From an optimization exercise on the open Yosys and OpenROAD flow, aimed at small area; shortcuts taken in it are not production practice.
In this exercise RTL edits were held to simulation tests only and were not proved equivalent to the original.
Power and IR drop assume default switching activity.

## top
module top
(
	input logic clk, 
    input logic n_rst,
    input logic hsel, hwrite, 
    input logic [1:0] hsize, htrans,
    input logic [3:0] haddr, 
    input logic [31:0] hwdata,
    input logic dplus_i, dminus_i,
    output logic [31:0] hrdata,
    output logic hresp, d_mode,
    output logic dplus_o, dminus_o
);
Settings: LEC_CHECK=0, CAP_MARGIN=20, CORE_MARGIN=2, CORE_UTILIZATION=60, PLACE_DENSITY=0.7, SLEW_MARGIN=20; clock period 10.0 ns.
standard.sh (not shown) runs the stock make flow with config.mk's settings and CLKGATE_MAP_FILE= SYNTH_SCRIPT=/design/flow/synth_recipe.tcl, a recipe that flattens the netlist after the stock synthesis.
==> flow/flow/run.sh <==
#!/bin/bash
# Layout flow: the standard synthesis; then its combinational logic is
# re-mapped for area (registers untouched): the read of the RX buffer into the
# RX data register is built from one-hot AND-OR cells (rxread.py), the rest is
# re-mapped with an area-oriented ABC script (remap.tcl), and the result is
# checked against the standard netlist (eqnet.tcl, with the same registers).
# Then the standard layout, with clock tree synthesis run without dummy loads
# and with larger sink clusters, and the smallest buffer on the ports.
set -euo pipefail
W=$PWD
R=$W/orfs/results/$FLOW_PLATFORM/top/base
PLAT=$FLOW_HOME/platforms/$FLOW_PLATFORM
YOSYS=$(command -v yosys || echo $FLOW_HOME/../tools/install/yosys/bin/yosys)

# 1. standard synthesis only
bash standard.sh $R/1_2_yosys.v > synth.log 2>&1
cp $R/1_2_yosys.v $W/std_netlist.v

# 2. re-map
export LIBFILE=$PLAT/lib/sky130_fd_sc_hd__tt_025C_1v80.lib
export DONT_USE=$(sed -n '/DONT_USE_CELLS +=/,/^$/p' $PLAT/config.mk | grep -o 'sky130_fd_sc_hd__[a-z0-9_]*' | tr '\n' ' ')
export TOP=$FLOW_TOP ABCSCRIPT=$W/flow/area.abc
final=$W/std_netlist.v
if python3 $W/flow/rxread.py $W/std_netlist.v $W/surg_netlist.v $W/rxread_hm.v $W/rxread_stub.v > rxread.log 2>&1 \
   && STUB=$W/rxread_stub.v NETLIST=$W/surg_netlist.v OUT=$W/surg_remap.v $YOSYS -c $W/flow/remap.tcl > remap_surg.log 2>&1 \
   && NETLIST=$W/surg_remap.v MODULE=$W/rxread_hm.v OUT=$W/remap_netlist.v $YOSYS -c $W/flow/merge.tcl > merge.log 2>&1 \
   && A=$W/std_netlist.v B=$W/remap_netlist.v $YOSYS -c $W/flow/eqnet.tcl > eqnet.log 2>&1; then
  final=$W/remap_netlist.v
elif NETLIST=$W/std_netlist.v OUT=$W/remap_plain.v $YOSYS -c $W/flow/remap.tcl > remap_plain.log 2>&1 \
   && A=$W/std_netlist.v B=$W/remap_plain.v $YOSYS -c $W/flow/eqnet.tcl > eqnet_plain.log 2>&1; then
  final=$W/remap_plain.v
fi
echo "netlist: $final"
cp $final $R/1_2_yosys.v
touch $R/1_2_yosys.v

# 3. the rest of the standard layout
export BUFFER_PORTS_ARGS="-buffer_cell sky130_fd_sc_hd__buf_1"
export CTS_ARGS="-sink_clustering_enable -repair_clock_nets -dont_use_dummy_load -sink_clustering_size 25 -sink_clustering_max_diameter 80"
bash standard.sh > layout.log 2>&1
==> flow/flow/rxread.py <==
#!/usr/bin/env python3
"""Replace the logic that feeds the RX data register (rx_data) with a hand-mapped
one-hot AND-OR read of the RX buffer storage.

Usage: rxread.py IN.v OUT.v MODULE.v STUB.v

rx_data[b] <= get_rx_data ? (OR_i sel_i & mem[i][b]) : rcv_data[b]
sel_i = rv_q & (rp_q == i)

The flops are found by instance name. The old logic is left unconnected, so the
next synthesis step removes it.
"""
import re, sys

src, out, modf, stubf = sys.argv[1:5]
text = open(src).read()

inst_re = re.compile(r'^\s*(sky130_fd_sc_hd__\w+)\s+(\\\S+|\w+)\s*\((.*?)\);', re.S | re.M)
pin_re = re.compile(r'\.(\w+)\((.*?)\)\s*(?:,|$)', re.S)

def pins(body):
    return {p: n.strip() for p, n in pin_re.findall(body)}

q = {}      # flop instance base name -> Q net
dpos = {}   # rx_data bit -> (start, end) of the D connection text
for m in inst_re.finditer(text):
    cell, name, body = m.group(1), m.group(2), m.group(3)
    if not name.startswith('\\'):
        continue
    base = name[1:].split('$')[0]
    p = pins(body)
    if 'Q' in p:
        q[base] = p['Q']
    mm = re.match(r'RXDBUFF\.rx_data\[(\d+)\]$', base)
    if mm:
        dm = re.search(r'\.D\((.*?)\)', body)
        s = m.start(3) + dm.start(1)
        dpos[int(mm.group(1))] = (s, m.start(3) + dm.end(1))

W = len(dpos)
assert W == 32, W
def Q(name):
    n = q[name]
    return n + ' ' if n.startswith('\\') else n
mem = [[Q(f'RXDBUFF.mem[{i}][{b}]') for b in range(W)] for i in range(64)]
rpq = [Q(f'RXDBUFF.rp_q[{k}]') for k in range(6)]
rvq = Q('RXDBUFF.rv_q')
get = Q('BUS.get_rx_data')
rcv = [Q(f'RX.data_buffer.rcv_data[{b}]') for b in range(W)]

# rewire the D inputs (from the end, so positions stay valid)
for b in sorted(dpos, key=lambda b: dpos[b][0], reverse=True):
    s, e = dpos[b]
    text = text[:s] + f'rxread_d[{b}]' + text[e:]
# instance of the hand-mapped read
ports = ['d', 'mem', 'rpq', 'rvq', 'get', 'rcv']
conn = (f'  wire [{W-1}:0] rxread_d;\n'
        f'  rxread_hm u_rxread (.d(rxread_d), '
        f'.mem({{{", ".join(mem[i][b] for i in reversed(range(64)) for b in reversed(range(W)))}}}), '
        f'.rpq({{{", ".join(reversed(rpq))}}}), .rvq({rvq}), .get({get}), '
        f'.rcv({{{", ".join(reversed(rcv))}}}));\n')
i = text.rindex('endmodule')
text = text[:i] + conn + text[i:]
open(out, 'w').write(text)

hdr = (f'module rxread_hm(d, mem, rpq, rvq, get, rcv);\n'
       f'  output [{W-1}:0] d;\n  input [{64*W-1}:0] mem;\n  input [5:0] rpq;\n'
       f'  input rvq;\n  input get;\n  input [{W-1}:0] rcv;\n')
open(stubf, 'w').write('(* blackbox *)\n' + hdr + 'endmodule\n')

L = [hdr]
n = [0]
def cell(t, **p):
    n[0] += 1
    L.append(f'  sky130_fd_sc_hd__{t} c{n[0]} ({", ".join(f".{k}({v})" for k, v in p.items())});\n')
def wire(w):
    L.append(f'  wire {w};\n')
    return w
# select decode: sel_i = rv & lo[i%8] & hi[i/8]
nr = [wire(f'nr{k}') for k in range(6)]
for k in range(6):
    cell('inv_1', A=f'rpq[{k}]', Y=nr[k])
def bitv(k, v):
    return f'rpq[{k}]' if v else nr[k]
nlo = [wire(f'nlo{j}') for j in range(8)]
nhi = [wire(f'nhi{j}') for j in range(8)]
for j in range(8):
    cell('nand3_1', A=bitv(0, j & 1), B=bitv(1, j >> 1 & 1), C=bitv(2, j >> 2 & 1), Y=nlo[j])
    cell('nand4_1', A='rvq', B=bitv(3, j & 1), C=bitv(4, j >> 1 & 1), D=bitv(5, j >> 2 & 1), Y=nhi[j])
sel = [wire(f'sel{i}') for i in range(64)]
for i in range(64):
    cell('nor2_1', A=nlo[i % 8], B=nhi[i // 8], Y=sel[i])
ngt = wire('ngt')
cell('inv_1', A='get', Y=ngt)
def m(i, b):
    return f'mem[{i * W + b}]'
for b in range(W):
    g = []
    for k in range(21):
        w = wire(f'g{b}_{k}')
        i = 3 * k
        cell('a222oi_1', A1=sel[i], A2=m(i, b), B1=sel[i + 1], B2=m(i + 1, b), C1=sel[i + 2], C2=m(i + 2, b), Y=w)
        g.append(w)
    w = wire(f'g{b}_21')
    cell('nand2_1', A=sel[63], B=m(63, b), Y=w)
    g.append(w)
    p = []
    for k in range(5):
        w = wire(f'p{b}_{k}')
        cell('nand4_1', A=g[4 * k], B=g[4 * k + 1], C=g[4 * k + 2], D=g[4 * k + 3], Y=w)
        p.append(w)
    w = wire(f'p{b}_5')
    cell('nand2_1', A=g[20], B=g[21], Y=w)
    p.append(w)
    q0 = wire(f'q{b}_0'); q1 = wire(f'q{b}_1')
    cell('nor3_1', A=p[0], B=p[1], C=p[2], Y=q0)
    cell('nor3_1', A=p[3], B=p[4], C=p[5], Y=q1)
    # d = get ? ~(q0 & q1) : rcv
    nrc = wire(f'nrcv{b}')
    cell('inv_1', A=f'rcv[{b}]', Y=nrc)
    cell('a32oi_1', A1='get', A2=q0, A3=q1, B1=ngt, B2=nrc, Y=f'd[{b}]')
L.append('endmodule\n')
open(modf, 'w').write(''.join(L))
Other scripts of this flow, unchanged in this note and not shown: flow/flow/area.abc, flow/flow/eqnet.tcl, flow/flow/merge.tcl, flow/flow/remap.tcl
Edit:
--- a/flow/flow/rxread.py
+++ b/flow/flow/rxread.py
@@ -91,6 +91,4 @@
 for i in range(64):
     cell('nor2_1', A=nlo[i % 8], B=nhi[i // 8], Y=sel[i])
-ngt = wire('ngt')
-cell('inv_1', A='get', Y=ngt)
 def m(i, b):
     return f'mem[{i * W + b}]'
@@ -116,8 +114,7 @@
     cell('nor3_1', A=p[0], B=p[1], C=p[2], Y=q0)
     cell('nor3_1', A=p[3], B=p[4], C=p[5], Y=q1)
-    # d = get ? ~(q0 & q1) : rcv
-    nrc = wire(f'nrcv{b}')
-    cell('inv_1', A=f'rcv[{b}]', Y=nrc)
-    cell('a32oi_1', A1='get', A2=q0, A3=q1, B1=ngt, B2=nrc, Y=f'd[{b}]')
+    o = wire(f'o{b}')
+    cell('nand2_1', A=q0, B=q1, Y=o)
+    cell('mux2_1', A0=f'rcv[{b}]', A1=o, S='get', X=f'd[{b}]')
 L.append('endmodule\n')
 open(modf, 'w').write(''.join(L))
The new run went through all stages and came out clean.
Wire length rises by 4.2%.
Critical path depth rises by 8.
Setup slack gets better by 0.068 ns.
Edit:
--- a/flow/flow/rxread.py
+++ b/flow/flow/rxread.py
@@ -91,4 +91,6 @@
 for i in range(64):
     cell('nor2_1', A=nlo[i % 8], B=nhi[i // 8], Y=sel[i])
+ngt = wire('ngt')
+cell('inv_1', A='get', Y=ngt)
 def m(i, b):
     return f'mem[{i * W + b}]'
@@ -114,7 +116,8 @@
     cell('nor3_1', A=p[0], B=p[1], C=p[2], Y=q0)
     cell('nor3_1', A=p[3], B=p[4], C=p[5], Y=q1)
-    o = wire(f'o{b}')
-    cell('nand2_1', A=q0, B=q1, Y=o)
-    cell('mux2_1', A0=f'rcv[{b}]', A1=o, S='get', X=f'd[{b}]')
+    # d = get ? ~(q0 & q1) : rcv
+    nrc = wire(f'nrcv{b}')
+    cell('inv_1', A=f'rcv[{b}]', Y=nrc)
+    cell('a32oi_1', A1='get', A2=q0, A3=q1, B1=ngt, B2=nrc, Y=f'd[{b}]')
 L.append('endmodule\n')
 open(modf, 'w').write(''.join(L))
--- a/flow/config.mk
+++ b/flow/config.mk
@@ -8,5 +8,5 @@
 export CAP_MARGIN = 20
 export CORE_MARGIN = 2
-export CORE_UTILIZATION = 60
-export PLACE_DENSITY = 0.7
+export CORE_UTILIZATION = 70
+export PLACE_DENSITY = 0.8
 export SLEW_MARGIN = 20
The changed run passed the timing, DRC and antenna checks.
Non-clock buffer count went down by 15.
Power goes down by 0.64%.
Global-route usage climbs by 4.9 points.
Wire length falls by 2.2%.
Clock power goes down by about 1%.
Fmax is lower by 2.1%.
Utilization climbs by 11 points.
Cell area goes down by 0.83%.
Worst setup slack got worse by 0.11 ns.

[separate check: timing with driven ports]
The results above use ideal ports. As a check the final layouts listed here were re-extracted and re-timed, cells and wires unchanged.
Step 1 (the two cells are an assumption about what drives the block):
set clk [get_ports {clk}]
set_driving_cell -lib_cell sky130_fd_sc_hd__clkbuf_16 $clk
set_driving_cell -lib_cell sky130_fd_sc_hd__buf_2 [delete_from_list [all_inputs] $clk]
Step 2, shift: input delay + t, output delay - t, t = (earliest + latest rising clock arrival at the registers) / 2. This alone moves slack from input paths to output paths.
a / b / c = no drivers / after step 1 / after step 2; a / b = the first two.
| run | t (ns) | slack for setup (ns) | cell pins on the clock port's net |
|---|---|---|---|
| the first run | 0.891 | 4.716 / 4.665 / 4.125 | 1 |
| the second run | 0.913 | 4.784 / 4.799 / 3.934 | 1 |
| the third run | 0.871 | 4.671 / 4.621 / 4.234 | 1 |
After both steps every run listed still meets setup and hold. The setup slack of the second run, which loses most, moves by +0.015 ns with the drivers and by -0.850 ns with both steps.
